Background: an optimization exercise with open tools, aiming at small area, a short achievable clock period and few clock cycles. Do not read the settings as production practice.
The RTL was checked by simulation tests, not by an equivalence proof against the original design.
No activity file was given, so power comes from the tool's default toggle rates.

Design core, start of the top module:
module core (
    input  logic clk,
    input  logic rst_n,
    input  logic [31:0] dmem_rdata,
    output logic [31:0] dmem_wdata,
    output logic [31:0] dmem_addr,
    output logic        dmem_wen,
    output logic  [3:0] dmem_wr_mask,
    input  logic [31:0] imem_rdata,
    output logic [31:0] imem_addr
);
clock: 12.0 ns
lec_check: 0
cap_margin: 20
core_margin: 2
core_utilization: 45
slew_margin: 20
standard.sh (not shown) runs the stock make flow with config.mk's settings and CLKGATE_MAP_FILE= SYNTH_SCRIPT=/design/flow/synth_recipe.tcl, a recipe that flattens the netlist after the stock synthesis.
==> flow/flow/run.sh <==
#!/bin/bash
# Layout flow: the standard ORFS flow (standard.sh, unchanged synthesis) with
# stronger timing repair and a smaller clock tree. Extra make variables:
#   SETUP_SLACK_MARGIN  repair setup slack beyond the clock period's (flow/margin.txt)
#   MATCH_CELL_FOOTPRINT=0  let repair resize cells across footprints
#   BUFFER_PORTS_ARGS   buffer every port with a plain buffer cell
#   CTS_ARGS            larger sink clusters, no dummy loads
# Each tool's output goes to the ORFS logs under orfs/logs; make's own output to flow_make.log.
set -euo pipefail
MARGIN=$(cat flow/margin.txt)
EXTRA="SETUP_SLACK_MARGIN=$MARGIN MATCH_CELL_FOOTPRINT=0 'BUFFER_PORTS_ARGS=-buffer_cell sky130_fd_sc_hd__buf_4'"
EXTRA="$EXTRA 'CTS_ARGS=-sink_clustering_enable -repair_clock_nets -dont_use_dummy_load -sink_clustering_size 40 -sink_clustering_max_diameter 60'"
sed -e "s|CLKGATE_MAP_FILE= |CLKGATE_MAP_FILE= $EXTRA |" standard.sh > flow_standard.sh
grep -q "SETUP_SLACK_MARGIN=$MARGIN" flow_standard.sh
bash flow_standard.sh > flow_make.log 2>&1
test -f out/final.def
==> flow/flow/margin.txt <==
7.5
The first run finished clean.
Testbench counts at the start, summed over its fixed seeds: cycles 76,389.
==> next run, changes <==
--- a/flow/config.mk
+++ b/flow/config.mk
@@ -8,4 +8,4 @@
 export CAP_MARGIN = 20
 export CORE_MARGIN = 2
-export CORE_UTILIZATION = 45
+export CORE_UTILIZATION = 40
 export SLEW_MARGIN = 20
=>
- The new run went through all stages and came out clean
- synthesized area stays the same
- combinational power stays flat
- clock skew barely changes
- cell area decreases by 0.39%
- worst hold slack improved by 0.021 ns
- flip-flop and latch count is unchanged
- total power goes down by 1.2%
- routed wire length came out higher by 0.45%
==> next run, changes <==
==> flow/flow/margin.txt (replaced) <==
7.65
--- a/flow/config.mk
+++ b/flow/config.mk
@@ -8,4 +8,4 @@
 export CAP_MARGIN = 20
 export CORE_MARGIN = 2
-export CORE_UTILIZATION = 40
+export CORE_UTILIZATION = 45
 export SLEW_MARGIN = 20
=>
- first-iteration DRC count rises by 11%
- worst setup slack degrades by 0.12 ns
- critical path depth goes up by 2
- power climbs by 2.7%
- wire length climbs by 3.3%


== run A ==
core, a different RTL version from the one above (not shown whole).
Size in the first run: ~5200 cells after synthesis, ~1200 flip-flops, about 170 I/O pins.
Design core, start of the top module:
module core (
    input  logic clk,
    input  logic rst_n,
    input  logic [31:0] dmem_rdata,
    output logic [31:0] dmem_wdata,
    output logic [31:0] dmem_addr,
    output logic        dmem_wen,
    output logic  [3:0] dmem_wr_mask,
    input  logic [31:0] imem_rdata,
    output logic [31:0] imem_addr
);
clock: 12.0 ns
lec_check: 0
cap_margin: 20
core_margin: 2
core_utilization: 50
slew_margin: 20
==> flow/flow/margin.txt <==
7.5
Scripts as last shown in full above: flow/flow/run.sh
Run A completed every stage of the flow, and the final layout passed the timing, design-rule and antenna checks.
Testbench counts of run A, summed over its fixed seeds: cycles 76,389.
Changes in run B relative to run A:
- swapping 50 for 40 in CORE_UTILIZATION
[summary]
On areal power density over the cells, the lower figure sits with run B, not run A.
Run B vs run A — sequential logic power dropped slightly
Run B against run A: data-path buffer share of cell area in the final layout has decreased, detailed placer's ending HPWL has increased, share of total power consumed by net switching has decreased, sequential share of layout area has remained practically unchanged.
Looking at synthesis-to-finish area growth, run B sits 0.36 points below run A.
Reported for run B and run A, synthesized cell count turned out identical to the last digit.
Run B -> run A: final non-filler cell area flat
Initial antenna violation count: run B vs run A down 7

separate check: timing with driven ports:
No port has a modelled driver above. Below, the same layouts with a new extraction and two added sets of constraints.
Step 1 assumes that a clkbuf_16 drives the clock port and a buf_2 every other input.
Step 2 moves the port delays by t, midway between the first and last clock arrival at a register: inputs arrive t later, outputs are due t later. That takes back most of the time a late clock gives input paths.
Slacks: ideal ports / drivers / drivers and shift; pairs: ideal ports / drivers.
run | t (ns) | setup slack, ns | worst setup path after step 2 | latest minus earliest clock arrival (ns)
the first run of note 1 | 0.826 | 7.324 / 7.327 / 6.501 | input to register | 0.140 / 0.140
the second run of note 1 | 0.806 | 7.320 / 7.345 / 6.539 | input to register | 0.149 / 0.149
the third run of note 1 | 0.812 | 7.202 / 7.161 / 6.349 | input to register | 0.122 / 0.122
run A | 0.801 | 6.996 / 6.938 / 6.137 | input to register | 0.109 / 0.110
run B | 0.805 | 7.317 / 7.305 / 6.500 | input to register | 0.129 / 0.128
After both steps every run listed still meets setup and hold. For run A, which loses most, drivers alone change the setup slack by -0.058 ns; drivers and shift together by -0.859 ns.
